Context: an optimization exercise on an open-source flow, tuned for small area and a short achievable clock period. The choices shown serve that exercise and are no tape-out recipe. RTL that was checked went through simulation tests only; none was proved equivalent to the original. Power and IR drop assume default switching activity.

==> flow/design.v (excerpt) <==
module hybrid_pwm_sd_2ndorder #(parameter signalwidth=16)
(
	input clk,
	input reset_n,
	input [signalwidth-1:0] d,
	output q
);
Size in the first run: about 640 cells after synthesis, ~19 I/O pins, roughly 6100 sq um of cells after synthesis.
==> module hybrid_pwm_sd_2ndorder, before the edit <==
module hybrid_pwm_sd_2ndorder #(parameter signalwidth=16)
(
	input clk,
	input reset_n,
	input [signalwidth-1:0] d,
	output q
);
reg [4:0]  pc;        
reg        q_r;       
reg [22:0] w;         
reg [17:0] p;
reg [17:0] r;
reg        m;         
reg [15:0] dreg;      
reg [6:0]  th;        
reg [10:0] ep;        
reg        f31, f0, f2, f3, f5, f7, f8, f9;    
wire c16;
carry16 u_c16 (.a(p[15:0]), .b(d), .c(c16));
wire q31 = th[6] ? m : th[5];
wire [17:0] b_oth = ({18{f2}} & {2'b0, dreg})
                  | ({18{f3 | f5}} & ({7'b0, ep} ^ {18{f3}}))
                  | ({18{f7}} & {2'b0, r[17:2]})
                  | ({18{f8}} & ~{2'b0, p[17:2]})
                  | ({18{f9 & q31}} & {9'h1ff, 9'b0});
wire [17:0] b_op = f31 ? ~{2'b0, w[22:7]} : b_oth;
wire cin = f3 | f7 | (f31 & (q_r | ~&w[6:0])) | (f8 & ~|p[1:0]);
wire [17:0] sum;
add18 u_sadd (.a(p), .b(b_op), .ci(cin), .s(sum));
wire [4:0] pc_next = pc + 5'd1;
wire q_gen   = th[6] ? m : ({1'b0, pc_next} < th[5:0]);
wire q_last  = sum[17] ? m : (sum[16:11] != 6'd0);
wire q_oth   = f31 ? q_last : f0 ? (th[5:1] != 5'd0) : q_gen;
wire sel_m   = f0 & th[6];
wire q_c1    = sel_m ? (p[17] ^ p[16]) : q_oth;
wire q_c0    = sel_m ? p[17] : q_oth;
wire q_next, m_new;
mux2x u_qsel (.s(c16), .a1(q_c1), .a0(q_c0), .y(q_next));
mux2x u_msel (.s(c16), .a1(f0 ? p[17] ^ p[16] : m), .a0(f0 ? p[17] : m), .y(m_new));
wire [22:0] w_next;
radd u_radd (.w(w), .f(q_r), .y(w_next));
always @(posedge clk)
	if (f0)
		dreg <= d;
always @(posedge clk, negedge reset_n)
begin
	if (!reset_n) begin
		pc   <= 5'd30;
		q_r  <= 1'b0;
		w    <= 23'h7f0000;
		p    <= 18'h2fffd;
		r    <= 18'h18000;
		m    <= 1'b1;
		th   <= 7'd0;
		ep   <= 11'd0;
		{f31, f0, f2, f3, f5, f7, f8, f9} <= 8'b00000000;
	end else begin
		pc  <= pc_next;
		q_r <= q_next;
		w   <= w_next;
		p   <= r;
		r   <= sum;
		{f31, f0, f2, f3, f5, f7, f8, f9} <= {pc == 5'd30, f31, pc == 5'd1, f2, pc == 5'd4, pc == 5'd6, f7, f8};
		m   <= m_new;
		if (f31)
			th <= sum[17:11];
		if (f3)
			ep <= p[10:0];
	end
end
assign q = q_r;
endmodule
==> module radd, before the edit <==
module radd (input [22:0] w, input f, output [22:0] y);
wire [7:0] u = {1'b0, w[22:16]} + {7'b0, f};
wire [22:0] b = {{7{~f | u[7]}}, ~u[6:0], ~w[15:7]};
wire ci = f ? (w[6:0] == 7'd0) : 1'b1;
add_bk23 u_add (.a(w), .b(b), .cin(ci), .s(y));
endmodule
==> flow/config.mk <==
export PLATFORM = sky130hd
export DESIGN_NAME = hybrid_pwm_sd_2ndorder
export DESIGN_NICKNAME = hybrid_pwm_sd_2ndorder
export VERILOG_FILES = /design/flow/design.v
export SDC_FILE = /design/flow/constraint.sdc
export NUM_CORES = 4
export LEC_CHECK = 0
export ABC_AREA = 1
export CAP_MARGIN = 20
export CORE_MARGIN = 2
export CORE_UTILIZATION = 40
export CTS_BUF_LIST = sky130_fd_sc_hd__clkbuf_8
export SLEW_MARGIN = 20
==> flow/constraint.sdc <==
create_clock -name core_clock -period 11.0 [get_ports {clk}]
set_input_delay 2.2000 -clock core_clock [delete_from_list [all_inputs] [get_ports {clk}]]
set_output_delay 2.2000 -clock core_clock [all_outputs]
set_load 0.01 [all_outputs]
standard.sh (not shown) runs the stock make flow with config.mk's settings and CLKGATE_MAP_FILE= SYNTH_SCRIPT=/design/flow/synth_recipe.tcl, a recipe that flattens the netlist after the stock synthesis.
==> flow/flow/run.sh <==
#!/bin/bash
# Standard ORFS layout (standard.sh), with timing repair asked to leave
# extra setup margin so that the layout runs well faster than the clock,
# and small port buffers.
set -euo pipefail
bash standard.sh SETUP_SLACK_MARGIN=7.5 "BUFFER_PORTS_ARGS=-buffer_cell sky130_fd_sc_hd__buf_2" finish > flow_make.log 2>&1
Change:
--- a/flow/design.v
+++ b/flow/design.v
@@ -11,22 +11,21 @@
 reg [17:0] p;
 reg [17:0] r;
 reg        m;         
 reg [15:0] dreg;      
 reg [6:0]  th;        
 reg [10:0] ep;        
-reg        f31, f0, f2, f3, f5, f7, f8, f9;    
+reg        f31, f0, f2, f3, f5, f7, f8;    
 wire c16;
 carry16 u_c16 (.a(p[15:0]), .b(d), .c(c16));
-wire q31 = th[6] ? m : th[5];
 wire [17:0] b_oth = ({18{f2}} & {2'b0, dreg})
                   | ({18{f3 | f5}} & ({7'b0, ep} ^ {18{f3}}))
                   | ({18{f7}} & {2'b0, r[17:2]})
-                  | ({18{f8}} & ~{2'b0, p[17:2]})
-                  | ({18{f9 & q31}} & {9'h1ff, 9'b0});
-wire [17:0] b_op = f31 ? ~{2'b0, w[22:7]} : b_oth;
+                  | ({18{f8}} & ~{2'b0, p[17:2]});
+wire [7:0] wu;
+wire [17:0] b_op = f31 ? ~{1'b0, wu, w[15:7]} : b_oth;
 wire cin = f3 | f7 | (f31 & (q_r | ~&w[6:0])) | (f8 & ~|p[1:0]);
 wire [17:0] sum;
 add18 u_sadd (.a(p), .b(b_op), .ci(cin), .s(sum));
 wire [4:0] pc_next = pc + 5'd1;
 wire q_gen   = th[6] ? m : ({1'b0, pc_next} < th[5:0]);
 wire q_last  = sum[17] ? m : (sum[16:11] != 6'd0);
@@ -35,13 +34,13 @@
 wire q_c1    = sel_m ? (p[17] ^ p[16]) : q_oth;
 wire q_c0    = sel_m ? p[17] : q_oth;
 wire q_next, m_new;
 mux2x u_qsel (.s(c16), .a1(q_c1), .a0(q_c0), .y(q_next));
 mux2x u_msel (.s(c16), .a1(f0 ? p[17] ^ p[16] : m), .a0(f0 ? p[17] : m), .y(m_new));
 wire [22:0] w_next;
-radd u_radd (.w(w), .f(q_r), .y(w_next));
+radd u_radd (.w(w), .f(q_r), .y(w_next), .u(wu));
 always @(posedge clk)
 	if (f0)
 		dreg <= d;
 always @(posedge clk, negedge reset_n)
 begin
 	if (!reset_n) begin
@@ -50,20 +49,20 @@
 		w    <= 23'h7f0000;
 		p    <= 18'h2fffd;
 		r    <= 18'h18000;
 		m    <= 1'b1;
 		th   <= 7'd0;
 		ep   <= 11'd0;
-		{f31, f0, f2, f3, f5, f7, f8, f9} <= 8'b00000000;
+		{f31, f0, f2, f3, f5, f7, f8} <= 7'b0000000;
 	end else begin
 		pc  <= pc_next;
 		q_r <= q_next;
 		w   <= w_next;
 		p   <= r;
 		r   <= sum;
-		{f31, f0, f2, f3, f5, f7, f8, f9} <= {pc == 5'd30, f31, pc == 5'd1, f2, pc == 5'd4, pc == 5'd6, f7, f8};
+		{f31, f0, f2, f3, f5, f7, f8} <= {pc == 5'd30, f31, pc == 5'd1, f2, pc == 5'd4, pc == 5'd6, f7};
 		m   <= m_new;
 		if (f31)
 			th <= sum[17:11];
 		if (f3)
 			ep <= p[10:0];
 	end
@@ -96,14 +95,14 @@
 module mux2x (input s, input a1, input a0, output y);
 assign y = s ? a1 : a0;
 endmodule
 module add18 (input [17:0] a, input [17:0] b, input ci, output [17:0] s);
 add_bk18 u_add (.a(a), .b(b), .cin(ci), .s(s));
 endmodule
-module radd (input [22:0] w, input f, output [22:0] y);
-wire [7:0] u = {1'b0, w[22:16]} + {7'b0, f};
+module radd (input [22:0] w, input f, output [22:0] y, output [7:0] u);
+assign u = {1'b0, w[22:16]} + {7'b0, f};
 wire [22:0] b = {{7{~f | u[7]}}, ~u[6:0], ~w[15:7]};
 wire ci = f ? (w[6:0] == 7'd0) : 1'b1;
 add_bk23 u_add (.a(w), .b(b), .cin(ci), .s(y));
 endmodule
 module add_bk23 (input [22:0] a, input [22:0] b, input cin, output [22:0] s);
 wire [22:0] p = a ^ b;
Wire length shrinks by a few percent.
Power shrinks by a little under a tenth.
Cell area shrinks by a few percent.
Synthesized cell count shrinks slightly.
Worst setup slack got worse by 0.038 ns.
Cell count shrinks slightly.
Sequential cell count shrinks by 1.
Via count shrinks slightly.
Clock power shrinks by a quarter to a third.
Fmax shrinks slightly.
Die area shrinks slightly.
The RTL of the first run of this note was laid out without a check of its function.

what the ideal ports hide:
The flow's constraints put no driver on any port. The routed layouts listed below were extracted and timed again, unchanged, in two steps.
Step 1 (the two cells are an assumption about what drives the block):
set clk [get_ports {clk}]
set_driving_cell -lib_cell sky130_fd_sc_hd__clkbuf_16 $clk
set_driving_cell -lib_cell sky130_fd_sc_hd__buf_2 [delete_from_list [all_inputs] $clk]
Step 2 also shifts input and output timing later by t, the mid clock arrival at the registers, as if the neighbouring blocks saw the same clock.
Three values: no drivers, after step 1, after step 2; two values: the first two.
run | t (ns) | setup WS [ns] | worst setup path after step 2 | worst register clock-pin slew, ns
the first run | 0.434 | 7.493 / 7.493 / 7.493 | register to register | 0.12 / 0.12
the second run | 0.431 | 7.455 / 7.455 / 7.420 | input to register | 0.11 / 0.11
After both steps setup and hold are still met in every run listed. The setup slack of the second run, which loses most, moves by 0.000 ns with the drivers and by -0.035 ns with both steps.
